Context: an optimization exercise on an open-source flow, tuned for small area. The choices shown serve that exercise and are no tape-out recipe.
At most, simulation tests tie the RTL to the original design; equivalence was not proved.
Function not checked in runs 1 and 2: the RTL went through the layout flow alone.

==> flow/design.v (outline; a module is shown in full before it is edited, if it fits) <==
// module sdf_delay: 13 lines
// module w8_tree: 198 lines
// module w8_prod: 11 lines
// module booth_prod: 421 lines
// module rca: 13 lines
// module sdf_bfly: 19 lines
// module w8_front: 12 lines
// module w8_back: 16 lines
// module w8_front2: 21 lines
// module w64_front: 10 lines
// module w64_back: 7 lines
// module tw64_rom: 31 lines
// module fft_ctrl: 23 lines
// module Top_FFT: 97 lines
module Top_FFT #(
    parameter   INTEGER_SIZE = 4,
                FRACT_SIZE = 14,
                NFFT = 64
) (
    input       wire                                             clk, rst,
    input       wire                                             start_FFT,
    input       wire    signed  [INTEGER_SIZE+FRACT_SIZE-1:0]    serial_in_r, serial_in_i,
    output      wire    signed  [INTEGER_SIZE+FRACT_SIZE-1:0]    serial_out_r, serial_out_i,
    output      wire                                             end_FFT, data_valid_FFT
);
  // ...
==> flow/run.sh <==
#!/bin/bash
# synth_recipe.tcl (not shown) runs the flow's synth.tcl, then flattens the netlist and writes it again
# the make line also repeats each setting of config.mk as NAME=value (left out here)
make -C /OpenROAD-flow-scripts/flow DESIGN_CONFIG=/design/flow/config.mk WORK_HOME=/design/flow/orfs CLKGATE_MAP_FILE= SYNTH_SCRIPT=/design/flow/synth_recipe.tcl finish
==> flow/config.mk <==
export PLATFORM = sky130hd
export DESIGN_NAME = Top_FFT
export DESIGN_NICKNAME = Top_FFT
export VERILOG_FILES = /design/flow/design.v
export SDC_FILE = /design/flow/constraint.sdc
export NUM_CORES = 4
export LEC_CHECK = 0
export ABC_AREA = 1
export CAP_MARGIN = 20
export CORE_MARGIN = 2
export CORE_UTILIZATION = 55
export CTS_BUF_LIST = sky130_fd_sc_hd__clkbuf_16
export CTS_CLUSTER_DIAMETER = 150
export CTS_CLUSTER_SIZE = 25
export PLACE_DENSITY = 0.7
export SLEW_MARGIN = 20
==> flow/constraint.sdc <==
create_clock -name core_clock -period 12.0 [get_ports {clk}]
set_input_delay 2.4000 -clock core_clock [delete_from_list [all_inputs] [get_ports {clk}]]
set_output_delay 2.4000 -clock core_clock [all_outputs]
set_load 0.01 [all_outputs]
==> impl_summary.txt, run 1 <==
----------------------------------------------------
[Die]
  Ports ... 77
  Floorplan die height ... 446 µm
  Effective utilization at floorplan ... 55.3%

[Finish]
  Clk cell area share ... 3.43%
  Final cell count without fillers ... 11,584
  Largest register FFs ... 1,152
  Non-clock buffer area fraction after layout ... 1.50%
  Layout cell share with drive strength beyond 1 ... 4.29%
  Post-synthesis to final-layout area growth ... 6.85%

[Global routing]
  Global-route wire length before repair ... 353,000 µm
  Largest net degree at the start of global routing ... 76

[Setup path]
  Number of buffers and inverters on the critical path ... 5
  Top delay family on crit path ... adder cells
  Data required time at the worst endpoint ... 12.78 ns
  Arrival time at the worst endpoint ... 11.63 ns

[Drt]
  Wire length on met2 ... 108,000 µm

[Yosys]
  Syn Inst Count ... 9,044
  Synth async-reset ratio ... 0.298%
  Number of enable flip-flop cells after synthesis ... 0
  Register bit count reported by yosys ... 3,016
  Post-synthesis share of cell area spent on and, or, nand and nor gates ... 4.27%

[Timing]
  Setup TNS after final layout ... 0 ns

[Status]
  Outcome ... timing/DRC/antenna clean

----------------------------------------------------
==> run 2: changes to the inputs <==
--- a/flow/config.mk
+++ b/flow/config.mk
@@ -11,6 +11,6 @@
 export CORE_UTILIZATION = 55
 export CTS_BUF_LIST = sky130_fd_sc_hd__clkbuf_16
-export CTS_CLUSTER_DIAMETER = 150
-export CTS_CLUSTER_SIZE = 25
+export CTS_CLUSTER_DIAMETER = 100
+export CTS_CLUSTER_SIZE = 18
 export PLACE_DENSITY = 0.7
 export SLEW_MARGIN = 20
==> run 2 against run 1 <==
Net effect: register-to-register slack got worse by 0.02 ns; critical path depth did not move; global-route usage rose by 0.28 points; first-iteration DRC count fell by 0.55%; largest cell class unchanged; still clean on timing, DRC and antenna; clock-buffer cell count rose by 47; synthesized area did not move; via count rose by 0.90%; clock skew rose by 0.035 ns.
==> impl_summary.txt, run 2 <==
----------------------------------------------------
[Status]
  Outcome ... timing/DRC/antenna clean (unchanged)

[Drt]
  Detailed-routing iteration count for the pre-antenna-repair pass ... 8 (unchanged)
  Vias after detailed routing ... 58,817 (was 58,294)
  Starting DRT DRC Count ... 4,004 (was 4,026)
  Number of remaining DRC errors ... 0 (unchanged)
  Routed wire per std cell ... 19.4 µm (was 19.3 µm)
  Routed wire length ... 226,000 µm (was 223,000 µm)
  Final antenna-violating net count ... 0 (unchanged)
  Via density ... 5.05 (was 5.03)

[Hold path]
  Path category of the worst min-delay check ... register to register (unchanged)

[Clock tree]
  CTS tree ... yes (unchanged)
  Max H-tree Level ... 4 (unchanged)
  TritonCTS buffer count ... 190 (was 140)
  Total setup buffers inserted after CTS ... 0 (unchanged)
  Post-CTS Resized ... 0 (unchanged)
  Clock slew seen by the registers of the worst setup and hold paths ... 0.09 ns (was 0.11 ns)
  Cell chosen for the clock root ... clkbuf_16 (unchanged)
  Number of hold-repair buffers added at the cts stage ... 0 (unchanged)
  Max Root-Sink Buffers ... 3 (unchanged)
  Sinks on the clock net ... 3,016 (unchanged)
  Clock latency of the later-clocked register in the worst-skew pair ... 0.87 ns (was 0.85 ns)

[Timing]
  Min Clock Period, post-route ... 10.87 ns (was 10.85 ns)
  Slew Limit Fails ... 0 (unchanged)
  Setup TNS after final layout ... 0 ns (unchanged)
  Setup-failing EPs final ... 0 (unchanged)
  Setup repair after global routing missed its margin ... false (unchanged)
  Skew final ... 0.0782 ns (was 0.0432 ns)
  Achievable clock frequency ... 92.0 MHz (was 92.1 MHz)
  Relative slew slack ... 31.9% (was 31.3%)
  Final cycle utilization of the critical path ... 90.6% (was 90.4%)
  Worst Setup Slack, final ... 1.13 ns (was 1.15 ns)
  Hold Fails Final Rpt ... 0 (unchanged)
  Actual transition at the worst max-transition pin ... 1.01 ns (was 1.02 ns)

[Yosys]
  Netlist area before placement ... 0.108 mm² (unchanged)
  Synth async-reset ratio ... 0.298% (unchanged)
  Main flop type after synthesis ... dfxtp_1 (unchanged)
  Multiplexer share of the synthesized area ... 0.0698% (unchanged)
  Post-synthesis share of cell area spent on and, or, nand and nor gates ... 4.27% (unchanged)
  Post-synth top cells ... dfxtp_1 (3,007), inv_1 (1,307), fa_1 (1,031) (unchanged)
  Count of cell types in the netlist ... 56 (unchanged)
  Number of enable flip-flop cells after synthesis ... 0 (unchanged)
  Mean instance size in the synthesized netlist ... 11.9 µm² (unchanged)
  Fraction of the mapped netlist area in compound gates ... 6.12% (unchanged)
  Register bit count reported by yosys ... 3,016 (unchanged)
  Main combinational cell family by area after synthesis ... adder cells (unchanged)
  Yosys Warn Count ... 27 (unchanged)
  Portion of synthesized cell area occupied by the leading cell type ... 56.0% (unchanged)
  Leading area contributor after synthesis ... dfxtp_1 (unchanged)
  Top cells by area, synth ... dfxtp_1 (56%), fa_1 (19%), xor2_1 (5.1%) (unchanged)
  Xor and xnor fraction of the mapped netlist area ... 5.86% (unchanged)
  Synthesized netlist net count ... 10,291 (unchanged)
  Post-Synth Adder-Cell Area ... 21.3% (unchanged)
  Sequential cell area fraction in the yosys report ... 56.2% (unchanged)
  Syn Inst Count ... 9,044 (unchanged)
  Most frequently used cell type in the post-synthesis netlist ... dfxtp_1 (unchanged)

[Placement]
  Placed insts ... 11,420 (unchanged)
  Worst setup slack after placement ... 1.20 ns (unchanged)
  Sum of net half-perimeters after detailed placement ... 162,000 µm (unchanged)
  Port Buffers ... 76 (unchanged)
  RePlAce Congestion ... 0.970 (unchanged)

[Finish]
  Register containing the most flip-flops in the final layout ... DL1.sr (unchanged)
  Final cell count without fillers ... 11,642 (was 11,584)
  Layout cell share with drive strength beyond 1 ... 4.85% (was 4.29%)
  Most common cell after layout, fill and taps aside ... dfxtp_1 (unchanged)
  Final #Nets ... 10,317 (was 10,267)
  Largest register FFs ... 1,152 (unchanged)
  Final core utilization ... 59.7% (was 59.1%)
  Count of filler cells inserted in the layout ... 15,325 (was 15,531)
  Most frequent cells in the layout ... dfxtp_1 (3,007), inv_1 (1,310), fa_1 (1,031) (was dfxtp_1 (3,007), inv_1 (1,307), fa_1 (1,031))
  Post-synthesis to final-layout area growth ... 8.09% (was 6.85%)
  Top flop regs ... DL1.sr x1152, DL2.sr x576, DL3.sr x288 (unchanged)

[Die]
  Ports ... 77 (unchanged)
  Core Footprint ... 0.195 mm² (unchanged)
  Floorplan die height ... 446 µm (unchanged)
  Effective utilization at floorplan ... 55.3% (unchanged)
  Std-Cell Rows ... 162 (unchanged)
  Die extent in x ... 446 µm (unchanged)
  Full die area ... 0.199 mm² (unchanged)

[Setup path]
  Arrival time at the worst endpoint ... 11.66 ns (was 11.63 ns)
  Highest fanout seen on the critical path ... 15 (unchanged)
  Crit path launch type ... register (unchanged)
  Worst Setup Path Type ... register to register (unchanged)
  Slowest stage cell on the critical path ... fa_1 (unchanged)
  Data required time at the worst endpoint ... 12.79 ns (was 12.78 ns)
  Slowest Stage Delay on Critical Path ... 0.53 ns (was 0.55 ns)
  Library cell appearing most often on the critical path ... fa_1 (unchanged)
  Nature of the critical path endpoint ... register (unchanged)

[Global routing]
  Overflow left after global routing ... 0 (unchanged)
  Largest net degree at the start of global routing ... 76 (unchanged)
  Global-route wire length before repair ... 357,000 µm (was 353,000 µm)
  Via count of the first global-routing pass ... 63,571 (was 62,495)
  Total Routing Usage GR ... 23.4% (was 23.1%)
  Antenna violations before repair ... 4 (was 6)

[Run]
  Count of max-cap constraint violations ... 0 (unchanged)

----------------------------------------------------
[run 2: layout make-up]
type | instances | area, µm² | share of cell area, %
diodes | 2 | 5.00 | 0.00431
clock buffers | 191 | 4780 | 4.11
clock inverters | 29 | 492 | 0.423
inverters | 1387 | 5210 | 4.48
multi-input cells | 4270 | 40400 | 34.8
flip-flops and latches | 3016 | 60400 | 52.0
well taps | 2542 | 3180 | 2.74
repair buffers | 205 | 1730 | 1.49
[run 2: path summary, 6_finish.rpt]
kind / startpoint / endpoint / slack (ns) / depth (start not counted)
worst max-delay path: C3.sr[0][36]$_DFF_P_ / Q3.sr[0][16]$_DFF_P_ / 1.13 / 31
min in group asynchronous: rst / CTRL.cnt[1]$_DFFE_PN0P_ / 1.83 / 1
max in group asynchronous: rst / CTRL.cnt[3]$_DFFE_PN0P_ / 9.85 / 1
worst min register to register: DL1.sr[27][20]$_DFF_P_ / DL1.sr[28][20]$_DFF_P_ / 0.28 / 0
worst max register to register: C3.sr[0][36]$_DFF_P_ / Q3.sr[0][16]$_DFF_P_ / 1.13 / 31
worst min-delay path: DL1.sr[27][20]$_DFF_P_ / DL1.sr[28][20]$_DFF_P_ / 0.28 / 0
[run 2: routing by layer]
metal	wire [µm]	up-vias	global-route usage [%]
li1	-	27508	-
met1	89100	28804	28.1
met2	110000	1899	39.6
met3	12900	602	4.16
met4	13900	4	13.1
met5	17	-	0
[run 2: per-stage QoR]
stage	area [µm²]	hold slack [ns]
floorplan	108000	0.310
global placement	111000	0.310
detailed placement	111000	0.312
CTS	116000	0.277
global route	116000	0.289
finish	116000	0.282
[run 2: critical path: cells and delay by family (launching register included)]
family                   cells  cell delay, ns
adder cells (fa/ha/maj)     21            8.78
XOR/XNOR                     1            0.21
AND/OR/NAND/NOR              1            0.09
AO/OA/AOI/OAI                3            0.54
flip-flops                   1            0.42
buffers and inverters        5            0.75
[run 2: kinds of logic (layout without fill, tap and decap cells)]
logic type                 after synthesis  in the layout
xor gates and xnor gates               716            716
AOI/OAI and AO/OA                     1162           1162
adders and majority gates             1209           1209
buffers and inverters                 1758           1812
DFF                                   3016           3016
and+or+nand+nor                       1176           1176
other                                    0              2
muxes                                    7              7
==> module Top_FFT, before the edit <==
module Top_FFT #(
    parameter   INTEGER_SIZE = 4,
                FRACT_SIZE = 14,
                NFFT = 64
) (
    input       wire                                             clk, rst,
    input       wire                                             start_FFT,
    input       wire    signed  [INTEGER_SIZE+FRACT_SIZE-1:0]    serial_in_r, serial_in_i,
    output      wire    signed  [INTEGER_SIZE+FRACT_SIZE-1:0]    serial_out_r, serial_out_i,
    output      wire                                             end_FFT, data_valid_FFT
);
localparam W = INTEGER_SIZE + FRACT_SIZE;
wire       busy;
wire [7:0] cnt;
fft_ctrl CTRL (.clk(clk), .rst(rst), .start_FFT(start_FFT), .busy(busy), .cnt(cnt),
               .end_FFT(end_FFT), .data_valid(data_valid_FFT));
localparam LIN = 5;
localparam S1 = LIN - 1, S2 = S1 + 32 + 1, S3 = S2 + 16 + 3, S4 = S3 + 8 + 3, S5 = S4 + 4 + 1, S6 = S5 + 2 + 4;
wire [7:0] t1 = cnt - S1, t2 = cnt - S2, t3 = cnt - S3, t4 = cnt - S4, t5 = cnt - S5, t6 = cnt - S6;
wire [7:0] m1  = cnt - (S1 + 32);
wire [7:0] m2n = cnt - (S2 + 16), m2b = cnt - (S2 + 16 + 2);
wire [7:0] m3n = cnt - (S3 + 8);        
wire [7:0] m4  = cnt - (S4 + 4);
wire [7:0] m5n = cnt - (S5 + 2);
reg  [1:0] ad2f, ad5f;
always @(posedge clk) begin
    ad2f <= m2n[3] ? {m2n[4], m2n[5]} : 2'd0;
    ad5f <= m5n[0] ? {m5n[1], m5n[2]} : 2'd0;
end
wire [2*W-1:0] u1;
sdf_delay #(.W(2*W), .D(LIN)) DIN (.clk(clk), .din({serial_in_r, serial_in_i}), .dout(u1));
wire [2*W-1:0] a1, dl1, o1;
sdf_delay #(.W(2*W), .D(32)) DL1 (.clk(clk), .din(dl1), .dout(a1));
sdf_bfly  #(.W(W)) BF1 (.sel(t1[5]), .tw(m1[4] & m1[5]),
    .a_r(a1[2*W-1:W]), .a_i(a1[W-1:0]), .u_r(u1[2*W-1:W]), .u_i(u1[W-1:0]),
    .dl_r(dl1[2*W-1:W]), .dl_i(dl1[W-1:0]), .o_r(o1[2*W-1:W]), .o_i(o1[W-1:0]));
wire [2*W-1:0] u2;
sdf_delay #(.W(2*W), .D(1)) R1 (.clk(clk), .din(o1), .dout(u2));
wire [2*W-1:0] a2, dl2, o2;
sdf_delay #(.W(2*W), .D(16)) DL2 (.clk(clk), .din(dl2), .dout(a2));
sdf_bfly  #(.W(W)) BF2 (.sel(t2[4]), .tw(1'b0),
    .a_r(a2[2*W-1:W]), .a_i(a2[W-1:0]), .u_r(u2[2*W-1:W]), .u_i(u2[W-1:0]),
    .dl_r(dl2[2*W-1:W]), .dl_i(dl2[W-1:0]), .o_r(o2[2*W-1:W]), .o_i(o2[W-1:0]));
wire [2*W-1:0] p2, w2, u3;
wire [37:0]    f2, q2;
sdf_delay #(.W(2*W), .D(1)) P2 (.clk(clk), .din(o2), .dout(p2));
w8_front TF2 (.addr(ad2f), .in_r(p2[2*W-1:W]), .in_i(p2[W-1:0]), .q(f2));
sdf_delay #(.W(38), .D(1)) Q2 (.clk(clk), .din(f2), .dout(q2));
w8_back  TB2 (.addr(m2b[3] ? {m2b[4], m2b[5]} : 2'd0), .q(q2), .out_r(w2[2*W-1:W]), .out_i(w2[W-1:0]));
sdf_delay #(.W(2*W), .D(1)) R2 (.clk(clk), .din(w2), .dout(u3));
wire [2*W-1:0] a3, dl3, o3;
sdf_delay #(.W(2*W), .D(8)) DL3 (.clk(clk), .din(dl3), .dout(a3));
sdf_bfly  #(.W(W)) BF3 (.sel(t3[3]), .tw(1'b0),
    .a_r(a3[2*W-1:W]), .a_i(a3[W-1:0]), .u_r(u3[2*W-1:W]), .u_i(u3[W-1:0]),
    .dl_r(dl3[2*W-1:W]), .dl_i(dl3[W-1:0]), .o_r(o3[2*W-1:W]), .o_i(o3[W-1:0]));
wire [2*W-1:0] p3, w3, u4;
wire [41:0]    cn3, c3;
wire [71:0]    f3, q3;
sdf_delay #(.W(2*W), .D(1)) P3 (.clk(clk), .din(o3), .dout(p3));
tw64_rom ROM3 (.address(m3n[5:0]), .dr(cn3[41:21]), .di(cn3[20:0]));
sdf_delay #(.W(42), .D(1)) C3 (.clk(clk), .din(cn3), .dout(c3));
w64_front TF3 (.in_r(p3[2*W-1:W]), .in_i(p3[W-1:0]), .dr(c3[41:21]), .di(c3[20:0]), .q(f3));
sdf_delay #(.W(72), .D(1)) Q3 (.clk(clk), .din(f3), .dout(q3));
w64_back  TB3 (.q(q3), .out_r(w3[2*W-1:W]), .out_i(w3[W-1:0]));
sdf_delay #(.W(2*W), .D(1)) R3 (.clk(clk), .din(w3), .dout(u4));
wire [2*W-1:0] a4, dl4, o4;
sdf_delay #(.W(2*W), .D(4)) DL4 (.clk(clk), .din(dl4), .dout(a4));
sdf_bfly  #(.W(W)) BF4 (.sel(t4[2]), .tw(m4[1] & m4[2]),
    .a_r(a4[2*W-1:W]), .a_i(a4[W-1:0]), .u_r(u4[2*W-1:W]), .u_i(u4[W-1:0]),
    .dl_r(dl4[2*W-1:W]), .dl_i(dl4[W-1:0]), .o_r(o4[2*W-1:W]), .o_i(o4[W-1:0]));
wire [2*W-1:0] u5;
sdf_delay #(.W(2*W), .D(1)) R4 (.clk(clk), .din(o4), .dout(u5));
wire [2*W-1:0] a5, dl5, o5;
sdf_delay #(.W(2*W), .D(2)) DL5 (.clk(clk), .din(dl5), .dout(a5));
sdf_bfly  #(.W(W)) BF5 (.sel(t5[1]), .tw(1'b0),
    .a_r(a5[2*W-1:W]), .a_i(a5[W-1:0]), .u_r(u5[2*W-1:W]), .u_i(u5[W-1:0]),
    .dl_r(dl5[2*W-1:W]), .dl_i(dl5[W-1:0]), .o_r(o5[2*W-1:W]), .o_i(o5[W-1:0]));
wire [2*W-1:0] p5, w5, u6;
wire [38:0]    q51n, q51;
wire [39:0]    q52n, q52;
sdf_delay #(.W(2*W), .D(1)) P5 (.clk(clk), .din(o5), .dout(p5));
w8_front2 TF5 (.addr(ad5f), .in_r(p5[2*W-1:W]), .in_i(p5[W-1:0]),
               .q1(q51), .q1n(q51n), .q2n(q52n));
sdf_delay #(.W(39), .D(1)) Q51 (.clk(clk), .din(q51n), .dout(q51));
sdf_delay #(.W(40), .D(1)) Q52 (.clk(clk), .din(q52n), .dout(q52));
w8_back  TB5 (.addr(q52[1:0]), .q(q52[39:2]), .out_r(w5[2*W-1:W]), .out_i(w5[W-1:0]));
sdf_delay #(.W(2*W), .D(1)) R5 (.clk(clk), .din(w5), .dout(u6));
wire [2*W-1:0] a6, dl6, o6;
sdf_delay #(.W(2*W), .D(1)) DL6 (.clk(clk), .din(dl6), .dout(a6));
sdf_bfly  #(.W(W)) BF6 (.sel(t6[0]), .tw(1'b0),
    .a_r(a6[2*W-1:W]), .a_i(a6[W-1:0]), .u_r(u6[2*W-1:W]), .u_i(u6[W-1:0]),
    .dl_r(dl6[2*W-1:W]), .dl_i(dl6[W-1:0]), .o_r(o6[2*W-1:W]), .o_i(o6[W-1:0]));
wire [2*W-1:0] y;
sdf_delay #(.W(2*W), .D(1)) R6 (.clk(clk), .din(o6), .dout(y));
assign serial_out_r = y[2*W-1:W];
assign serial_out_i = y[W-1:0];
endmodule
==> run 3: changes to the inputs <==
--- a/flow/design.v
+++ b/flow/design.v
@@ -810,6 +810,6 @@
 fft_ctrl CTRL (.clk(clk), .rst(rst), .start_FFT(start_FFT), .busy(busy), .cnt(cnt),
                .end_FFT(end_FFT), .data_valid(data_valid_FFT));
-localparam LIN = 5;
-localparam S1 = LIN - 1, S2 = S1 + 32 + 1, S3 = S2 + 16 + 3, S4 = S3 + 8 + 3, S5 = S4 + 4 + 1, S6 = S5 + 2 + 4;
+localparam LIN = 6;
+localparam S1 = LIN - 1, S2 = S1 + 32 + 1, S3 = S2 + 16 + 3, S4 = S3 + 8 + 2, S5 = S4 + 4 + 1, S6 = S5 + 2 + 4;
 wire [7:0] t1 = cnt - S1, t2 = cnt - S2, t3 = cnt - S3, t4 = cnt - S4, t5 = cnt - S5, t6 = cnt - S6;
 wire [7:0] m1  = cnt - (S1 + 32);
@@ -851,11 +851,10 @@
 wire [2*W-1:0] p3, w3, u4;
 wire [41:0]    cn3, c3;
-wire [71:0]    f3, q3;
+wire [71:0]    f3;
 sdf_delay #(.W(2*W), .D(1)) P3 (.clk(clk), .din(o3), .dout(p3));
 tw64_rom ROM3 (.address(m3n[5:0]), .dr(cn3[41:21]), .di(cn3[20:0]));
 sdf_delay #(.W(42), .D(1)) C3 (.clk(clk), .din(cn3), .dout(c3));
 w64_front TF3 (.in_r(p3[2*W-1:W]), .in_i(p3[W-1:0]), .dr(c3[41:21]), .di(c3[20:0]), .q(f3));
-sdf_delay #(.W(72), .D(1)) Q3 (.clk(clk), .din(f3), .dout(q3));
-w64_back  TB3 (.q(q3), .out_r(w3[2*W-1:W]), .out_i(w3[W-1:0]));
+w64_back  TB3 (.q(f3), .out_r(w3[2*W-1:W]), .out_i(w3[W-1:0]));
 sdf_delay #(.W(2*W), .D(1)) R3 (.clk(clk), .din(w3), .dout(u4));
 wire [2*W-1:0] a4, dl4, o4;
--- a/flow/config.mk
+++ b/flow/config.mk
@@ -11,6 +11,6 @@
 export CORE_UTILIZATION = 55
 export CTS_BUF_LIST = sky130_fd_sc_hd__clkbuf_16
-export CTS_CLUSTER_DIAMETER = 100
-export CTS_CLUSTER_SIZE = 18
+export CTS_CLUSTER_DIAMETER = 120
+export CTS_CLUSTER_SIZE = 22
 export PLACE_DENSITY = 0.7
 export SLEW_MARGIN = 20
==> run 3 against run 2 <==
Net effect: first-iteration DRC count hardly changed; critical path depth is the same; clock skew shrank 0.022 ns; still clean on timing, DRC and antenna; critical path type unchanged; cell area shrank 1.0%; die area shrank 0.41%; clock-buffer cell count is 35 lower.
==> impl_summary.txt, run 3 <==
----------------------------------------------------
[Setup path]
  Nature of the critical path endpoint ... register (unchanged)
  Minimum setup slack among reg-to-reg paths ... 0.66 ns (was 1.13 ns)
  Reg2Reg Capture Point ... R3.sr[0][34]$_DFF_P_ (was Q3.sr[0][16]$_DFF_P_)
  Library cell appearing most often on the critical path ... fa_1 (unchanged)
  Number of cells on the worst reg-to-reg path ... 31 (unchanged)
  Slowest Stage Delay on Critical Path ... 0.61 ns (was 0.53 ns)
  Crit Reg-Reg Startpoint ... C3.sr[0][14]$_DFF_P_ (was C3.sr[0][36]$_DFF_P_)
  Worst Setup Path Type ... register to register (unchanged)
  Highest fanout seen on the critical path ... 21 (was 15)
  Top delay family on crit path ... adder cells (unchanged)
  Number of buffers and inverters on the critical path ... 4 (was 5)
  Crit path launch type ... register (unchanged)
  Data required time at the worst endpoint ... 12.69 ns (was 12.79 ns)
  Arrival time at the worst endpoint ... 12.03 ns (was 11.66 ns)
  Slowest stage cell on the critical path ... inv_1 (was fa_1)

[Finish]
  Largest register FFs ... 1,152 (unchanged)
  Final non-filler cell area ... 0.115 mm² (was 0.116 mm²)
  Final core utilization ... 59.6% (was 59.7%)
  Final #Nets ... 10,358 (was 10,317)
  Top flop regs ... DL1.sr x1152, DL2.sr x576, DL3.sr x288 (unchanged)
  Register containing the most flip-flops in the final layout ... DL1.sr (unchanged)
  Most common cell after layout, fill and taps aside ... dfxtp_1 (unchanged)
  Post-synthesis to final-layout area growth ... 7.41% (was 8.09%)
  Most frequent cells in the layout ... dfxtp_1 (2,971), inv_1 (1,360), fa_1 (1,031) (was dfxtp_1 (3,007), inv_1 (1,310), fa_1 (1,031))
  Layout cell share with drive strength beyond 1 ... 4.56% (was 4.85%)

[Die]
  Full die area ... 0.198 mm² (was 0.199 mm²)
  Core Footprint ... 0.193 mm² (was 0.195 mm²)
  Std-Cell Rows ... 161 (was 162)
  Effective utilization at floorplan ... 55.5% (was 55.3%)
  Ports ... 77 (unchanged)
  Die extent in x ... 445 µm (was 446 µm)
  Floorplan die height ... 445 µm (was 446 µm)

[Timing]
  Min Clock Period, post-route ... 11.34 ns (was 10.87 ns)
  Skew final ... 0.0565 ns (was 0.0782 ns)
  Final cycle utilization of the critical path ... 94.5% (was 90.6%)
  Setup repair after global routing missed its margin ... false (unchanged)
  Achievable clock frequency ... 88.2 MHz (was 92.0 MHz)
  Actual transition at the worst max-transition pin ... 1.29 ns (was 1.01 ns)
  Relative slew slack ... 13.3% (was 31.9%)
  Worst Setup Slack, final ... 0.658 ns (was 1.13 ns)
  Worst-case hold slack ... 0.288 ns (was 0.282 ns)
  Setup-failing EPs final ... 0 (unchanged)
  Setup TNS after final layout ... 0 ns (unchanged)
  Slew Limit Fails ... 0 (unchanged)
  Hold Fails Final Rpt ... 0 (unchanged)

[Yosys]
  Syn Inst Count ... 9,089 (was 9,044)
  Netlist area before placement ... 0.107 mm² (was 0.108 mm²)
  Sequential cell area fraction in the yosys report ... 55.7% (was 56.2%)
  Number of enable flip-flop cells after synthesis ... 0 (unchanged)
  Leading area contributor after synthesis ... dfxtp_1 (unchanged)
  Portion of synthesized cell area occupied by the leading cell type ... 55.5% (was 56.0%)
  Top cells by area, synth ... dfxtp_1 (56%), fa_1 (19%), xor2_1 (5.2%) (was dfxtp_1 (56%), fa_1 (19%), xor2_1 (5.1%))
  Synthesized netlist net count ... 10,338 (was 10,291)
  Register bit count reported by yosys ... 2,980 (was 3,016)
  Post-synth top cells ... dfxtp_1 (2,971), inv_1 (1,361), fa_1 (1,031) (was dfxtp_1 (3,007), inv_1 (1,307), fa_1 (1,031))
  Most frequently used cell type in the post-synthesis netlist ... dfxtp_1 (unchanged)
  Main flop type after synthesis ... dfxtp_1 (unchanged)
  Synth async-reset ratio ... 0.302% (was 0.298%)
  Count of cell types in the netlist ... 50 (was 56)
  Yosys Warn Count ... 25 (was 27)
  Mean instance size in the synthesized netlist ... 11.8 µm² (was 11.9 µm²)

[Drt]
  Detailed-routing iteration count for the pre-antenna-repair pass ... 8 (unchanged)
  Via density ... 5.01 (was 5.05)
  Final antenna-violating net count ... 0 (unchanged)
  Starting DRT DRC Count ... 4,002 (was 4,004)
  Vias after detailed routing ... 58,445 (was 58,817)
  Routed wire length ... 223,000 µm (was 226,000 µm)
  Routed wire per std cell ... 19.1 µm (was 19.4 µm)
  Number of remaining DRC errors ... 0 (unchanged)

[Placement]
  Sum of net half-perimeters after detailed placement ... 164,000 µm (was 162,000 µm)
  Port Buffers ... 76 (unchanged)
  RePlAce Congestion ... 1.01 (was 0.970)
  Worst setup slack after placement ... 0.638 ns (was 1.20 ns)
  Placed Instance Area ... 0.111 mm² (about the same)

[Global routing]
  Antenna violations before repair ... 9 (was 4)
  Largest net degree at the start of global routing ... 76 (unchanged)
  Via count of the first global-routing pass ... 61,262 (was 63,571)
  Total Routing Usage GR ... 23.0% (was 23.4%)
  Overflow left after global routing ... 0 (unchanged)
  Global-route wire length before repair ... 351,000 µm (was 357,000 µm)

[Status]
  Outcome ... timing/DRC/antenna clean (unchanged)

[Clock tree]
  Post-CTS Resized ... 0 (unchanged)
  Sinks on the clock net ... 2,980 (was 3,016)
  Clock latency of the later-clocked register in the worst-skew pair ... 0.84 ns (was 0.87 ns)
  Cell chosen for the clock root ... clkbuf_16 (unchanged)
  Number of hold-repair buffers added at the cts stage ... 0 (unchanged)
  Clock slew seen by the registers of the worst setup and hold paths ... 0.09 ns (about the same)
  Max H-tree Level ... 4 (unchanged)
  Max Root-Sink Buffers ... 3 (unchanged)
  Total setup buffers inserted after CTS ... 0 (unchanged)
  CTS tree ... yes (unchanged)
  TritonCTS buffer count ... 156 (was 190)

[Hold path]
  Launch point of the worst hold path ... DL2.sr[3][4]$_DFF_P_ (was DL1.sr[27][20]$_DFF_P_)
  Path category of the worst min-delay check ... register to register (unchanged)
  End point of the most critical hold path ... DL2.sr[4][4]$_DFF_P_ (was DL1.sr[28][20]$_DFF_P_)
  Worst hold path cell count ... 0 (unchanged)

[Run]
  Count of max-cap constraint violations ... 0 (unchanged)

----------------------------------------------------
-- run 3: worst max path at each step --
| stage | start | to | slack (ns) | depth (start not counted) |
|---|---|---|---|---|
| 2_1_floorplan | C3.sr[0][2]$_DFF_P_ | R3.sr[0][17]$_DFF_P_ | 1.49 | 32 |
| 3_3_place_gp | C3.sr[0][14]$_DFF_P_ | R3.sr[0][34]$_DFF_P_ | 0.78 | 31 |
| 3_5_place_dp | C3.sr[0][14]$_DFF_P_ | R3.sr[0][35]$_DFF_P_ | 0.64 | 31 |
| 4_1_cts | C3.sr[0][14]$_DFF_P_ | R3.sr[0][34]$_DFF_P_ | 0.63 | 31 |
| 5_1_grt | C3.sr[0][14]$_DFF_P_ | R3.sr[0][35]$_DFF_P_ | 0.20 | 31 |
| 6_report | C3.sr[0][14]$_DFF_P_ | R3.sr[0][34]$_DFF_P_ | 0.66 | 31 |
-- run 3: final cells by class --
type                       count  area, µm²
antenna                        7       17.5
clock buffer                 156       3900
clock inverter                19        417
fill                       15305      78000
inverter                    1445       5420
multi-input combinational   4295      40500
sequential                  2980      59700
tap                         2526       3160
timing repair buffer         231       1940
-- run 3: metal layers --
layer	track usage (%)	part of all wire, %	vias to the layer above
li1	-	-	27576
met1	31.0	43	28613
met2	37.8	47	1776
met3	3.62	5.7	474
met4	8.22	3.8	6
met5	0	0.034	-
-- run 3: metrics by stage --
step | cells
6_report | 11659
3_3_place_gp | 11476
5_1_grt | 11653
4_1_cts | 11651
2_1_floorplan | 9089
3_5_place_dp | 11476
-- run 3: cell families after synthesis --
logic type / share of synthesized area, %
xor+xnor: 5.85
flops: 55.7
simple gates: 4.43
compound gates: 6.07
mux: 0.0315
buf+inv: 6.50
fa+ha+maj: 21.4
==> run 4: changes to the inputs <==
--- a/flow/design.v
+++ b/flow/design.v
@@ -823,6 +823,15 @@
     ad5f <= m5n[0] ? {m5n[1], m5n[2]} : 2'd0;
 end
-wire [2*W-1:0] u1;
-sdf_delay #(.W(2*W), .D(LIN)) DIN (.clk(clk), .din({serial_in_r, serial_in_i}), .dout(u1));
+wire ml = busy & (cnt >= 8'd68);           
+wire [2*W-1:0] u1, y, a6, u6, u5, p5, dl5a, a5;
+wire [2*W-1:0] dl6, o6, w5, o4, o5, dl5;
+sdf_delay #(.W(2*W), .D(1)) R6  (.clk(clk), .din(ml ? o6  : {serial_in_r, serial_in_i}), .dout(y));
+sdf_delay #(.W(2*W), .D(1)) DL6 (.clk(clk), .din(ml ? dl6 : y),    .dout(a6));
+sdf_delay #(.W(2*W), .D(1)) R5  (.clk(clk), .din(ml ? w5  : a6),   .dout(u6));
+sdf_delay #(.W(2*W), .D(1)) R4  (.clk(clk), .din(ml ? o4  : u6),   .dout(u5));
+sdf_delay #(.W(2*W), .D(1)) P5  (.clk(clk), .din(ml ? o5  : u5),   .dout(p5));
+sdf_delay #(.W(2*W), .D(1)) DL5 (.clk(clk), .din(ml ? dl5 : p5),   .dout(dl5a));
+sdf_delay #(.W(2*W), .D(1)) DL5B (.clk(clk), .din(dl5a), .dout(a5));
+assign u1 = dl5a;
 wire [2*W-1:0] a1, dl1, o1;
 sdf_delay #(.W(2*W), .D(32)) DL1 (.clk(clk), .din(dl1), .dout(a1));
@@ -858,20 +867,14 @@
 w64_back  TB3 (.q(f3), .out_r(w3[2*W-1:W]), .out_i(w3[W-1:0]));
 sdf_delay #(.W(2*W), .D(1)) R3 (.clk(clk), .din(w3), .dout(u4));
-wire [2*W-1:0] a4, dl4, o4;
+wire [2*W-1:0] a4, dl4;
 sdf_delay #(.W(2*W), .D(4)) DL4 (.clk(clk), .din(dl4), .dout(a4));
 sdf_bfly  #(.W(W)) BF4 (.sel(t4[2]), .tw(m4[1] & m4[2]),
     .a_r(a4[2*W-1:W]), .a_i(a4[W-1:0]), .u_r(u4[2*W-1:W]), .u_i(u4[W-1:0]),
     .dl_r(dl4[2*W-1:W]), .dl_i(dl4[W-1:0]), .o_r(o4[2*W-1:W]), .o_i(o4[W-1:0]));
-wire [2*W-1:0] u5;
-sdf_delay #(.W(2*W), .D(1)) R4 (.clk(clk), .din(o4), .dout(u5));
-wire [2*W-1:0] a5, dl5, o5;
-sdf_delay #(.W(2*W), .D(2)) DL5 (.clk(clk), .din(dl5), .dout(a5));
 sdf_bfly  #(.W(W)) BF5 (.sel(t5[1]), .tw(1'b0),
     .a_r(a5[2*W-1:W]), .a_i(a5[W-1:0]), .u_r(u5[2*W-1:W]), .u_i(u5[W-1:0]),
     .dl_r(dl5[2*W-1:W]), .dl_i(dl5[W-1:0]), .o_r(o5[2*W-1:W]), .o_i(o5[W-1:0]));
-wire [2*W-1:0] p5, w5, u6;
 wire [38:0]    q51n, q51;
 wire [39:0]    q52n, q52;
-sdf_delay #(.W(2*W), .D(1)) P5 (.clk(clk), .din(o5), .dout(p5));
 w8_front2 TF5 (.addr(ad5f), .in_r(p5[2*W-1:W]), .in_i(p5[W-1:0]),
                .q1(q51), .q1n(q51n), .q2n(q52n));
@@ -879,12 +882,7 @@
 sdf_delay #(.W(40), .D(1)) Q52 (.clk(clk), .din(q52n), .dout(q52));
 w8_back  TB5 (.addr(q52[1:0]), .q(q52[39:2]), .out_r(w5[2*W-1:W]), .out_i(w5[W-1:0]));
-sdf_delay #(.W(2*W), .D(1)) R5 (.clk(clk), .din(w5), .dout(u6));
-wire [2*W-1:0] a6, dl6, o6;
-sdf_delay #(.W(2*W), .D(1)) DL6 (.clk(clk), .din(dl6), .dout(a6));
 sdf_bfly  #(.W(W)) BF6 (.sel(t6[0]), .tw(1'b0),
     .a_r(a6[2*W-1:W]), .a_i(a6[W-1:0]), .u_r(u6[2*W-1:W]), .u_i(u6[W-1:0]),
     .dl_r(dl6[2*W-1:W]), .dl_i(dl6[W-1:0]), .o_r(o6[2*W-1:W]), .o_i(o6[W-1:0]));
-wire [2*W-1:0] y;
-sdf_delay #(.W(2*W), .D(1)) R6 (.clk(clk), .din(o6), .dout(y));
 assign serial_out_r = y[2*W-1:W];
 assign serial_out_i = y[W-1:0];
--- a/flow/config.mk
+++ b/flow/config.mk
@@ -9,8 +9,8 @@
 export CAP_MARGIN = 20
 export CORE_MARGIN = 2
-export CORE_UTILIZATION = 55
+export CORE_UTILIZATION = 65
 export CTS_BUF_LIST = sky130_fd_sc_hd__clkbuf_16
 export CTS_CLUSTER_DIAMETER = 120
 export CTS_CLUSTER_SIZE = 22
-export PLACE_DENSITY = 0.7
+export PLACE_DENSITY = 0.8
 export SLEW_MARGIN = 20
==> run 4 against run 3 <==
Net effect: sequential cell count decreased by 216; largest cell class unchanged.
==> impl_summary.txt, run 4 <==
----------------------------------------------------
[Global routing]
  Global-route wire length before repair ... 401,000 µm (was 351,000 µm)
  Overflow left after global routing ... 0 (unchanged)
  Via count of the first global-routing pass ... 66,487 (was 61,262)
  Largest net degree at the start of global routing ... 120 (was 76)
  Antenna violations before repair ... 26 (was 9)
  Total Routing Usage GR ... 32.5% (was 23.0%)

[Drt]
  Number of remaining DRC errors ... 0 (unchanged)
  Routed wire length ... 261,000 µm (was 223,000 µm)
  Starting DRT DRC Count ... 5,976 (was 4,002)
  Detailed-routing iteration count for the pre-antenna-repair pass ... 8 (unchanged)
  Via density ... 5.46 (was 5.01)
  Routed wire per std cell ... 22.7 µm (was 19.1 µm)
  Final antenna-violating net count ... 0 (unchanged)
  Vias after detailed routing ... 62,866 (was 58,445)

[Yosys]
  Top cells by area, synth ... dfxtp_1 (53%), fa_1 (20%), xor2_1 (5.3%) (was dfxtp_1 (56%), fa_1 (19%), xor2_1 (5.2%))
  Main combinational cell family by area after synthesis ... adder cells (unchanged)
  Portion of synthesized cell area occupied by the leading cell type ... 52.6% (was 55.5%)
  Xor and xnor fraction of the mapped netlist area ... 5.96% (was 5.85%)
  Post-synth top cells ... dfxtp_1 (2,755), inv_1 (1,320), nand2_1 (1,198) (was dfxtp_1 (2,971), inv_1 (1,361), fa_1 (1,031))
  Leading area contributor after synthesis ... dfxtp_1 (unchanged)
  Synthesized netlist net count ... 10,634 (was 10,338)
  Mean instance size in the synthesized netlist ... 11.2 µm² (was 11.8 µm²)
  Register bit count reported by yosys ... 2,764 (was 2,980)
  Main flop type after synthesis ... dfxtp_1 (unchanged)
  Number of enable flip-flop cells after synthesis ... 0 (unchanged)
  Post-Synth Adder-Cell Area ... 21.8% (was 21.4%)
  Most frequently used cell type in the post-synthesis netlist ... dfxtp_1 (unchanged)
  Multiplexer share of the synthesized area ... 0.0286% (was 0.0315%)
  Post-synthesis share of cell area spent on and, or, nand and nor gates ... 5.77% (was 4.43%)
  Yosys Warn Count ... 21 (was 25)
  Sequential cell area fraction in the yosys report ... 52.8% (was 55.7%)
  Synth async-reset ratio ... 0.326% (was 0.302%)
  Netlist area before placement ... 0.105 mm² (was 0.107 mm²)
  Fraction of the mapped netlist area in compound gates ... 6.97% (was 6.07%)
  Syn Inst Count ... 9,385 (was 9,089)
  Count of cell types in the netlist ... 53 (was 50)

[Finish]
  Top flop regs ... DL1.sr x1152, DL2.sr x576, DL3.sr x288 (unchanged)
  Most common cell after layout, fill and taps aside ... dfxtp_1 (unchanged)
  Most frequent cells in the layout ... dfxtp_1 (2,755), inv_1 (1,325), nand2_1 (1,194) (was dfxtp_1 (2,971), inv_1 (1,360), fa_1 (1,031))
  Largest register FFs ... 1,152 (unchanged)
  Post-synthesis to final-layout area growth ... 6.61% (was 7.41%)
  Final non-filler cell area ... 0.112 mm² (was 0.115 mm²)
  Layout cell share with drive strength beyond 1 ... 4.15% (was 4.56%)
  Register containing the most flip-flops in the final layout ... DL1.sr (unchanged)
  Final #Nets ... 10,571 (was 10,358)
  Final cell count without fillers ... 11,510 (was 11,659)
  Final core utilization ... 69.7% (was 59.6%)

[Setup path]
  Arrival time at the worst endpoint ... 12.18 ns (was 12.03 ns)
  Highest fanout seen on the critical path ... 23 (was 21)
  Crit path launch type ... register (unchanged)
  Number of cells on the worst reg-to-reg path ... 30 (was 31)
  Data required time at the worst endpoint ... 12.67 ns (was 12.69 ns)
  Slowest Stage Delay on Critical Path ... 0.69 ns (was 0.61 ns)
  Library cell appearing most often on the critical path ... fa_1 (unchanged)
  Worst Setup Path Type ... register to register (unchanged)
  Crit Reg-Reg Startpoint ... C3.sr[0][35]$_DFF_P_ (was C3.sr[0][14]$_DFF_P_)
  Nature of the critical path endpoint ... register (unchanged)
  Minimum setup slack among reg-to-reg paths ... 0.49 ns (was 0.66 ns)
  Slowest stage cell on the critical path ... inv_1 (unchanged)
  Reg2Reg Capture Point ... R3.sr[0][35]$_DFF_P_ (was R3.sr[0][34]$_DFF_P_)

[Placement]
  Placed Instance Area ... 0.108 mm² (was 0.111 mm²)
  Port Buffers ... 76 (unchanged)
  Placed insts ... 11,334 (was 11,476)
  Sum of net half-perimeters after detailed placement ... 183,000 µm (was 164,000 µm)
  RePlAce Congestion ... 0.979 (was 1.01)
  Worst setup slack after placement ... 0.496 ns (was 0.638 ns)

[Run]
  Count of max-cap constraint violations ... 0 (unchanged)

[Die]
  Ports ... 77 (unchanged)
  Core Footprint ... 0.160 mm² (was 0.193 mm²)
  Full die area ... 0.165 mm² (was 0.198 mm²)
  Floorplan die height ... 406 µm (was 445 µm)
  Effective utilization at floorplan ... 65.4% (was 55.5%)
  Std-Cell Rows ... 147 (was 161)
  Die extent in x ... 406 µm (was 445 µm)

[Timing]
  Worst-case hold slack ... 0.288 ns (about the same)
  Setup repair after global routing missed its margin ... false (unchanged)
  Final cycle utilization of the critical path ... 95.9% (was 94.5%)
  Relative slew slack ... 27.8% (was 13.3%)
  Slew Limit Fails ... 0 (unchanged)
  Setup-failing EPs final ... 0 (unchanged)
  Hold Fails Final Rpt ... 0 (unchanged)
  Achievable clock frequency ... 86.9 MHz (was 88.2 MHz)
  Setup TNS after final layout ... 0 ns (unchanged)
  Min Clock Period, post-route ... 11.51 ns (was 11.34 ns)
  Skew final ... 0.0774 ns (was 0.0565 ns)
  Worst Setup Slack, final ... 0.489 ns (was 0.658 ns)
  Actual transition at the worst max-transition pin ... 1.08 ns (was 1.29 ns)

[Hold path]
  Worst hold path cell count ... 0 (unchanged)
  End point of the most critical hold path ... DL4.sr[1][21]$_DFF_P_ (was DL2.sr[4][4]$_DFF_P_)
  Launch point of the worst hold path ... DL4.sr[0][21]$_DFF_P_ (was DL2.sr[3][4]$_DFF_P_)
  Path category of the worst min-delay check ... register to register (unchanged)

[Clock tree]
  Total setup buffers inserted after CTS ... 0 (unchanged)
  Sinks on the clock net ... 2,764 (was 2,980)
  Clock slew seen by the registers of the worst setup and hold paths ... 0.09 ns (about the same)
  Clock latency of the later-clocked register in the worst-skew pair ... 0.84 ns (about the same)
  TritonCTS buffer count ... 146 (was 156)
  CTS tree ... yes (unchanged)
  Number of hold-repair buffers added at the cts stage ... 0 (unchanged)
  Cell chosen for the clock root ... clkbuf_16 (unchanged)
  Max Root-Sink Buffers ... 3 (unchanged)
  Max H-tree Level ... 4 (unchanged)
  Post-CTS Resized ... 0 (unchanged)

[Status]
  Outcome ... timing/DRC/antenna clean (unchanged)

----------------------------------------------------
run 4: critical path: cells and delay by family, from the launching register on:
kind | cells | cell delay [ns]
flops | 1 | 0.35
buf+inv | 2 | 0.75
compound gates | 3 | 0.48
fa+ha+maj | 22 | 9.40
simple gates | 1 | 0.05
xor+xnor | 2 | 0.35
run 4: layout make-up:
class	count	area, µm²
sequential	2764	55400
fill	10969	48500
multi-input combinational	4795	42600
inverter	1401	5260
clock buffer	146	3650
tap	2160	2700
timing repair buffer	214	1800
clock inverter	25	470
antenna	5	12.5
run 4: cell families after synthesis:
logic type,Yosys count
DFF,2764
buffers and inverters,1826
and+or+nand+nor,1561
AOI/OAI and AO/OA,1309
adders and majority gates,1211
xor gates and xnor gates,711
muxes,3
run 4: worst max path at each step:
stage / endpoint / start / slack [ns]
after floorplan: R3.sr[0][17]$_DFF_P_ / C3.sr[0][2]$_DFF_P_ / 1.36
after global placement: R3.sr[0][34]$_DFF_P_ / C3.sr[0][35]$_DFF_P_ / 0.70
after detailed placement: R3.sr[0][35]$_DFF_P_ / C3.sr[0][35]$_DFF_P_ / 0.50
after CTS: R3.sr[0][35]$_DFF_P_ / C3.sr[0][35]$_DFF_P_ / 0.52
after global routing: R3.sr[0][35]$_DFF_P_ / C3.sr[0][35]$_DFF_P_ / 0.17
final: R3.sr[0][35]$_DFF_P_ / C3.sr[0][35]$_DFF_P_ / 0.49
run 4: layer usage:
| metal | vias up | routed length (µm) | global-route usage (%) |
|---|---|---|---|
| met1 | 31227 | 108000 | 44.2 |
| met5 | - | 58 | 0 |
| li1 | 28503 | - | - |
| met4 | 10 | 9790 | 11.3 |
| met3 | 542 | 21000 | 6.58 |
| met2 | 2584 | 123000 | 52.5 |
==> run 5: changes to the inputs <==
--- a/flow/config.mk
+++ b/flow/config.mk
@@ -9,8 +9,8 @@
 export CAP_MARGIN = 20
 export CORE_MARGIN = 2
-export CORE_UTILIZATION = 65
+export CORE_UTILIZATION = 55
 export CTS_BUF_LIST = sky130_fd_sc_hd__clkbuf_16
 export CTS_CLUSTER_DIAMETER = 120
 export CTS_CLUSTER_SIZE = 22
-export PLACE_DENSITY = 0.8
+export PLACE_DENSITY = 0.7
 export SLEW_MARGIN = 20
==> run 5 against run 4 <==
Net effect: still clean on timing, DRC and antenna; die area up 18%; fmax fell by 0.52%; wire length decreased by 4.1%; via count decreased by 2.0%; highest routed layer unchanged.
==> impl_summary.txt, run 5 <==
----------------------------------------------------
[Status]
  Outcome ... timing/DRC/antenna clean (unchanged)

[Placement]
  Placed insts ... 11,699 (was 11,334)
  Sum of net half-perimeters after detailed placement ... 186,000 µm (was 183,000 µm)
  Placed Instance Area ... 0.108 mm² (about the same)
  Port Buffers ... 76 (unchanged)
  RePlAce Congestion ... 0.974 (was 0.979)
  Worst setup slack after placement ... 0.534 ns (was 0.496 ns)

[Yosys]
  Portion of synthesized cell area occupied by the leading cell type ... 52.6% (unchanged)
  Top cells by area, synth ... dfxtp_1 (53%), fa_1 (20%), xor2_1 (5.3%) (unchanged)
  Register bit count reported by yosys ... 2,764 (unchanged)
  Mean instance size in the synthesized netlist ... 11.2 µm² (unchanged)
  Leading area contributor after synthesis ... dfxtp_1 (unchanged)
  Post-Synth Adder-Cell Area ... 21.8% (unchanged)
  Post-synth top cells ... dfxtp_1 (2,755), inv_1 (1,320), nand2_1 (1,198) (unchanged)
  Number of enable flip-flop cells after synthesis ... 0 (unchanged)
  Post-synthesis share of cell area spent on and, or, nand and nor gates ... 5.77% (unchanged)
  Most frequently used cell type in the post-synthesis netlist ... dfxtp_1 (unchanged)
  Xor and xnor fraction of the mapped netlist area ... 5.96% (unchanged)
  Count of cell types in the netlist ... 53 (unchanged)
  Multiplexer share of the synthesized area ... 0.0286% (unchanged)
  Netlist area before placement ... 0.105 mm² (unchanged)
  Main flop type after synthesis ... dfxtp_1 (unchanged)
  Fraction of the mapped netlist area in compound gates ... 6.97% (unchanged)
  Synth async-reset ratio ... 0.326% (unchanged)
  Synthesized netlist net count ... 10,634 (unchanged)
  Syn Inst Count ... 9,385 (unchanged)
  Main combinational cell family by area after synthesis ... adder cells (unchanged)
  Yosys Warn Count ... 21 (unchanged)
  Sequential cell area fraction in the yosys report ... 52.8% (unchanged)

[Timing]
  Actual transition at the worst max-transition pin ... 1.17 ns (was 1.08 ns)
  Setup repair after global routing missed its margin ... false (unchanged)
  Worst-case hold slack ... 0.299 ns (was 0.288 ns)
  Min Clock Period, post-route ... 11.57 ns (was 11.51 ns)
  Relative slew slack ... 21.0% (was 27.8%)
  Setup TNS after final layout ... 0 ns (unchanged)
  Setup-failing EPs final ... 0 (unchanged)
  Hold Fails Final Rpt ... 0 (unchanged)
  Slew Limit Fails ... 0 (unchanged)
  Achievable clock frequency ... 86.4 MHz (was 86.9 MHz)
  Skew final ... 0.0631 ns (was 0.0774 ns)
  Final cycle utilization of the critical path ... 96.4% (was 95.9%)
  Worst Setup Slack, final ... 0.429 ns (was 0.489 ns)

[Clock tree]
  Cell chosen for the clock root ... clkbuf_16 (unchanged)
  Max H-tree Level ... 4 (unchanged)
  Max Root-Sink Buffers ... 3 (unchanged)
  TritonCTS buffer count ... 146 (unchanged)
  Total setup buffers inserted after CTS ... 0 (unchanged)
  Number of hold-repair buffers added at the cts stage ... 0 (unchanged)
  Sinks on the clock net ... 2,764 (unchanged)
  Clock latency of the later-clocked register in the worst-skew pair ... 0.85 ns (was 0.84 ns)
  Clock slew seen by the registers of the worst setup and hold paths ... 0.10 ns (was 0.09 ns)
  CTS tree ... yes (unchanged)

[Global routing]
  Global-route wire length before repair ... 382,000 µm (was 401,000 µm)
  Via count of the first global-routing pass ... 62,987 (was 66,487)
  Largest net degree at the start of global routing ... 203 (was 120)
  Antenna violations before repair ... 15 (was 26)
  Total Routing Usage GR ... 26.1% (was 32.5%)
  Overflow left after global routing ... 0 (unchanged)

[Setup path]
  Minimum setup slack among reg-to-reg paths ... 0.43 ns (was 0.49 ns)
  Slowest Stage Delay on Critical Path ... 0.52 ns (was 0.69 ns)
  Reg2Reg Capture Point ... R3.sr[0][17]$_DFF_P_ (was R3.sr[0][35]$_DFF_P_)
  Highest fanout seen on the critical path ... 26 (was 23)
  Crit Reg-Reg Startpoint ... C3.sr[0][16]$_DFF_P_ (was C3.sr[0][35]$_DFF_P_)
  Library cell appearing most often on the critical path ... fa_1 (unchanged)
  Number of cells on the worst reg-to-reg path ... 37 (was 30)
  Source of the critical timing path ... C3.sr[0][16]$_DFF_P_ (was C3.sr[0][35]$_DFF_P_)
  Worst Setup Path Type ... register to register (unchanged)
  Nature of the critical path endpoint ... register (unchanged)
  Arrival time at the worst endpoint ... 12.26 ns (was 12.18 ns)
  Slowest stage cell on the critical path ... fa_1 (was inv_1)
  Crit path launch type ... register (unchanged)
  Setup crit end ... R3.sr[0][17]$_DFF_P_ (was R3.sr[0][35]$_DFF_P_)
  Data required time at the worst endpoint ... 12.69 ns (was 12.67 ns)

[Finish]
  Final non-filler cell area ... 0.113 mm² (was 0.112 mm²)
  Top flop regs ... DL1.sr x1152, DL2.sr x576, DL3.sr x288 (unchanged)
  Post-synthesis to final-layout area growth ... 7.22% (was 6.61%)
  Final cell count without fillers ... 11,882 (was 11,510)
  Final core utilization ... 59.3% (was 69.7%)
  Most frequent cells in the layout ... dfxtp_1 (2,755), inv_1 (1,322), nand2_1 (1,194) (was dfxtp_1 (2,755), inv_1 (1,325), nand2_1 (1,194))
  Register containing the most flip-flops in the final layout ... DL1.sr (unchanged)
  Most common cell after layout, fill and taps aside ... dfxtp_1 (unchanged)
  Layout cell share with drive strength beyond 1 ... 4.38% (was 4.15%)
  Largest register FFs ... 1,152 (unchanged)
  Final #Nets ... 10,586 (was 10,571)

[Die]
  Std-Cell Rows ... 160 (was 147)
  Die extent in x ... 441 µm (was 406 µm)
  Effective utilization at floorplan ... 55.3% (was 65.4%)
  Ports ... 77 (unchanged)
  Core Footprint ... 0.190 mm² (was 0.160 mm²)
  Floorplan die height ... 441 µm (was 406 µm)
  Full die area ... 0.194 mm² (was 0.165 mm²)

[Drt]
  Vias after detailed routing ... 61,594 (was 62,866)
  Final antenna-violating net count ... 0 (unchanged)
  Routed wire length ... 251,000 µm (was 261,000 µm)
  Number of remaining DRC errors ... 0 (unchanged)
  Routed wire per std cell ... 21.1 µm (was 22.7 µm)
  Via density ... 5.18 (was 5.46)
  Starting DRT DRC Count ... 5,075 (was 5,976)
  Detailed-routing iteration count for the pre-antenna-repair pass ... 8 (unchanged)

[Run]
  Count of max-cap constraint violations ... 0 (unchanged)

[Hold path]
  Path category of the worst min-delay check ... register to register (unchanged)

----------------------------------------------------
run 5: cell counts after synthesis:
Identical to the previous run, type by type.
run 5: worst max-delay path: cells and delay by family, from the launching register on:
kind                       cells  cell delay, ns
DFF                            1            0.50
and+or+nand+nor                5            0.33
adders and majority gates     21            8.80
AOI/OAI and AO/OA              3            0.53
buffers and inverters          6            0.91
xor gates and xnor gates       2            0.38
run 5: how the worst min path moves through the flow:
| stage | from | to | slack [ns] | cells past startpoint |
|---|---|---|---|---|
| 5_1_grt | DL2.sr[4][0]$_DFF_P_ | DL2.sr[5][0]$_DFF_P_ | 0.31 | 0 |
| 3_5_place_dp | DL1.sr[17][17]$_DFF_P_ | DL1.sr[18][17]$_DFF_P_ | 0.31 | 0 |
| 3_3_place_gp | DL1.sr[30][28]$_DFF_P_ | DL1.sr[31][28]$_DFF_P_ | 0.31 | 0 |
| 4_1_cts | DL2.sr[4][0]$_DFF_P_ | DL2.sr[5][0]$_DFF_P_ | 0.30 | 0 |
| 2_1_floorplan | DL1.sr[9][0]$_DFF_P_ | DL1.sr[10][0]$_DFF_P_ | 0.31 | 0 |
| 6_report | DL4.sr[1][20]$_DFF_P_ | DL4.sr[2][20]$_DFF_P_ | 0.30 | 0 |
run 5: cells by family after synthesis:
logic type      Yosys count
flops                  2764
buf+inv                1826
simple gates           1561
compound gates         1309
fa+ha+maj              1211
xor+xnor                711
mux                       3
run 5: routing by layer:
layer	up-vias	part of all wire [%]	GRT usage (%)
met3	495	6.7	4.83
li1	28543	-	-
met1	30503	44	36.2
met4	6	5.0	11.6
met2	2047	44	40.0
met5	-	0.019	0
run 5: layout make-up:
class	instances	area (µm²)
fillers	15505	77300
flip-flops and latches	2764	55400
multi-input cells	4795	42600
inverters	1401	5270
clock buffers	146	3650
well taps	2511	3140
repair buffers	229	1960
clock inverters	24	479
diodes	12	30.0
run 5: timing repair:
item,CTS,global route
hold endpoints to repair,0,0
gates resized for setup,0,1
endpoints found under the setup margin,0,1
==> run 6: changes to the inputs <==
--- a/flow/config.mk
+++ b/flow/config.mk
@@ -11,6 +11,6 @@
 export CORE_UTILIZATION = 55
 export CTS_BUF_LIST = sky130_fd_sc_hd__clkbuf_16
-export CTS_CLUSTER_DIAMETER = 120
-export CTS_CLUSTER_SIZE = 22
+export CTS_CLUSTER_DIAMETER = 110
+export CTS_CLUSTER_SIZE = 24
 export PLACE_DENSITY = 0.7
 export SLEW_MARGIN = 20
==> run 6 against run 5 <==
Net effect: register-to-register slack got worse by 0.07 ns; highest routed layer unchanged; fmax down 0.59%.
==> impl_summary.txt, run 6 <==
----------------------------------------------------
[Global routing]
  Antenna violations before repair ... 10 (was 15)
  Met3 routing resource usage after global routing ... 4.85% (was 4.83%)
  Global-route wire length before repair ... 381,000 µm (was 382,000 µm)
  Global-route track usage on met1 ... 36.2% (about the same)
  Largest net degree at the start of global routing ... 203 (unchanged)
  Overflow left after global routing ... 0 (unchanged)
  Most utilized layer in the global route result ... met2 (unchanged)

[Hold path]
  Worst hold path cell count ... 0 (unchanged)
  End point of the most critical hold path ... DL4.sr[3][4]$_DFF_P_ (was DL4.sr[2][20]$_DFF_P_)
  Path category of the worst min-delay check ... register to register (unchanged)
  Launch point of the worst hold path ... DL4.sr[2][4]$_DFF_P_ (was DL4.sr[1][20]$_DFF_P_)

[Finish]
  Count of filler cells inserted in the layout ... 15,499 (was 15,505)
  Register containing the most flip-flops in the final layout ... DL1.sr (unchanged)
  Most frequent cells in the layout ... dfxtp_1 (2,755), inv_1 (1,323), nand2_1 (1,194) (was dfxtp_1 (2,755), inv_1 (1,322), nand2_1 (1,194))
  Post-synthesis to final-layout area growth ... 7.09% (was 7.22%)
  Final cell count without fillers ... 11,874 (was 11,882)
  Combined flip-flop and latch cell area ... 0.0554 mm² (unchanged)
  Layout cell share with drive strength beyond 1 ... 4.30% (was 4.38%)
  Area taken by multi-input logic gates ... 0.0426 mm² (unchanged)
  Final #Nets ... 10,577 (was 10,586)
  Top flop regs ... DL1.sr x1152, DL2.sr x576, DL3.sr x288 (unchanged)
  Largest register FFs ... 1,152 (unchanged)
  Most common cell after layout, fill and taps aside ... dfxtp_1 (unchanged)
  Final non-filler cell area ... 0.112 mm² (was 0.113 mm²)

[Clock tree]
  Max H-tree Level ... 4 (unchanged)
  Cell chosen for the clock root ... clkbuf_16 (unchanged)
  Clock latency of the later-clocked register in the worst-skew pair ... 0.85 ns (about the same)
  TritonCTS buffer count ... 138 (was 146)
  Clock slew seen by the registers of the worst setup and hold paths ... 0.10 ns (about the same)
  CTS tree ... yes (unchanged)
  Post-CTS Resized ... 0 (unchanged)
  Max Root-Sink Buffers ... 3 (unchanged)
  Total setup buffers inserted after CTS ... 0 (unchanged)

[Yosys]
  Portion of synthesized cell area occupied by the leading cell type ... 52.6% (unchanged)
  Leading area contributor after synthesis ... dfxtp_1 (unchanged)
  Main flop type after synthesis ... dfxtp_1 (unchanged)
  Top cells by area, synth ... dfxtp_1 (53%), fa_1 (20%), xor2_1 (5.3%) (unchanged)
  Syn Inst Count ... 9,385 (unchanged)
  Count of cell types in the netlist ... 53 (unchanged)
  Mean instance size in the synthesized netlist ... 11.2 µm² (unchanged)
  Most frequently used cell type in the post-synthesis netlist ... dfxtp_1 (unchanged)
  Post-synth top cells ... dfxtp_1 (2,755), inv_1 (1,320), nand2_1 (1,198) (unchanged)
  Register bit count reported by yosys ... 2,764 (unchanged)
  Netlist area before placement ... 0.105 mm² (unchanged)
  Synth async-reset ratio ... 0.326% (unchanged)
  Number of enable flip-flop cells after synthesis ... 0 (unchanged)
  Yosys Warn Count ... 21 (unchanged)
  Synthesized netlist net count ... 10,634 (unchanged)

[Die]
  Effective utilization at floorplan ... 55.3% (unchanged)
  Std-Cell Rows ... 160 (unchanged)
  Floorplan die height ... 441 µm (unchanged)
  Die extent in x ... 441 µm (unchanged)
  Core Footprint ... 0.190 mm² (unchanged)
  Full die area ... 0.194 mm² (unchanged)
  Ports ... 77 (unchanged)

[Timing]
  Worst-case hold slack ... 0.284 ns (was 0.299 ns)
  Relative slew slack ... 26.1% (was 21.0%)
  Setup-failing EPs final ... 0 (unchanged)
  Achievable clock frequency ... 85.9 MHz (was 86.4 MHz)
  Actual transition at the worst max-transition pin ... 1.10 ns (was 1.17 ns)
  Final cycle utilization of the critical path ... 97.0% (was 96.4%)
  Setup TNS after final layout ... 0 ns (unchanged)
  Setup repair after global routing missed its margin ... false (unchanged)
  Skew final ... 0.0648 ns (was 0.0631 ns)
  Min Clock Period, post-route ... 11.64 ns (was 11.57 ns)
  Hold Fails Final Rpt ... 0 (unchanged)
  Slew Limit Fails ... 0 (unchanged)

[Setup path]
  Minimum setup slack among reg-to-reg paths ... 0.36 ns (was 0.43 ns)
  Arrival time at the worst endpoint ... 12.32 ns (was 12.26 ns)
  Data required time at the worst endpoint ... 12.68 ns (was 12.69 ns)
  Number of buffers and inverters on the critical path ... 6 (unchanged)
  Crit Reg-Reg Startpoint ... C3.sr[0][16]$_DFF_P_ (unchanged)
  Reg2Reg Capture Point ... R3.sr[0][17]$_DFF_P_ (unchanged)
  Nature of the critical path endpoint ... register (unchanged)
  Slowest Stage Delay on Critical Path ... 0.52 ns (about the same)
  Slowest stage cell on the critical path ... fa_1 (unchanged)
  Highest fanout seen on the critical path ... 26 (unchanged)
  Top delay family on crit path ... adder cells (unchanged)
  Number of cells on the worst reg-to-reg path ... 37 (unchanged)

[Placement]
  Port Buffers ... 76 (unchanged)
  Placed Instance Area ... 0.108 mm² (unchanged)
  Sum of net half-perimeters after detailed placement ... 186,000 µm (unchanged)
  RePlAce Congestion ... 0.974 (unchanged)
  Placed insts ... 11,699 (unchanged)

[Drt]
  Vias after detailed routing ... 61,398 (was 61,594)
  Via density ... 5.17 (was 5.18)
  Routed wire per std cell ... 21.1 µm (about the same)
  Starting DRT DRC Count ... 4,587 (was 5,075)
  Routed wire length ... 250,000 µm (was 251,000 µm)
  Number of remaining DRC errors ... 0 (unchanged)
  Detailed-routing iteration count for the pre-antenna-repair pass ... 8 (unchanged)
  Final antenna-violating net count ... 0 (unchanged)

[Status]
  Outcome ... timing/DRC/antenna clean (unchanged)

[Run]
  Count of max-cap constraint violations ... 0 (unchanged)

----------------------------------------------------
run 6: cells by family (layout without fill, tap and decap cells):
group | after synthesis | count (layout) | share of synthesized area [%]
AOI/OAI and AO/OA | 1309 | 1309 | 6.97
xor gates and xnor gates | 711 | 711 | 5.96
adders and majority gates | 1211 | 1211 | 21.8
buffers and inverters | 1826 | 1794 | 6.68
DFF | 2764 | 2764 | 52.8
muxes | 3 | 3 | 0.0286
other | 0 | 10 | 0
and+or+nand+nor | 1561 | 1561 | 5.77
run 6: how the worst max path moves through the flow:
stage                                     from                   end  slack (ns)
after floorplan            C3.sr[0][2]$_DFF_P_  R3.sr[0][17]$_DFF_P_        1.36
after global placement    C3.sr[0][17]$_DFF_P_  R3.sr[0][17]$_DFF_P_        0.65
after detailed placement  C3.sr[0][16]$_DFF_P_  R3.sr[0][17]$_DFF_P_        0.53
after CTS                 C3.sr[0][16]$_DFF_P_  R3.sr[0][17]$_DFF_P_        0.49
after global routing      C3.sr[0][16]$_DFF_P_  R3.sr[0][17]$_DFF_P_        0.01
final                     C3.sr[0][16]$_DFF_P_  R3.sr[0][17]$_DFF_P_        0.36
run 6: per-layer routing:
layer | share of wire (%) | routed length (µm)
met5 | 0.011 | 27
met4 | 4.9 | 12300
met2 | 44 | 111000
met1 | 44 | 111000
met3 | 6.6 | 16600
run 6: final cells by class:
type,instances,share of cell area [%]
Multi-Input combinational cell,4795,37.9
Clock inverter,27,0.510
Antenna cell,10,0.0223
Timing Repair Buffer,228,1.73
Clock buffer,138,3.07
Tap cell,2511,2.80
Inverter,1401,4.68
Sequential cell,2764,49.3
run 6: stage by stage:
step | worst slack (ns) | utilization, %
after floorplan | 1.36 | -
after global placement | 0.654 | 57.1
after detailed placement | 0.534 | 57.1
after CTS | 0.492 | 59.2
after global routing | 0.00959 | 59.2
final | 0.360 | 59.2

## static timing again, ports no longer ideal
Ports are ideal in the flow. The routed layouts listed here were re-timed in OpenROAD.
Step 1: set_driving_cell puts a clkbuf_16 on clk and a buf_2 on each other input, an assumption about the parent block.
Step 2 times the ports against the registers' clock, not the clock port: input delays grow and output delays shrink by t, the midpoint of the rising clock arrivals with the driver on.
a / b / c = no drivers / after step 1 / after step 2; a / b = the first two.
run	t (ns)	setup slack, ns	worst hold slack (ns)	worst slew at a driven data input, ns	cell pins on the clock port's net
run 1	0.905	1.148 / 1.148 / 1.148	0.307 / 0.307 / 0.307	0.10	1
run 2	0.916	1.130 / 1.130 / 1.130	0.282 / 0.282 / 0.282	0.10	1
run 3	0.897	0.658 / 0.658 / 0.658	0.288 / 0.288 / 0.288	0.07	1
run 4	0.882	0.489 / 0.489 / 0.489	0.288 / 0.288 / 0.288	0.24	1
run 5	0.897	0.429 / 0.429 / 0.429	0.299 / 0.299 / 0.299	0.19	1
run 6	0.899	0.360 / 0.360 / 0.360	0.284 / 0.284 / 0.284	0.19	1
After both steps setup and hold are still met in every run listed.
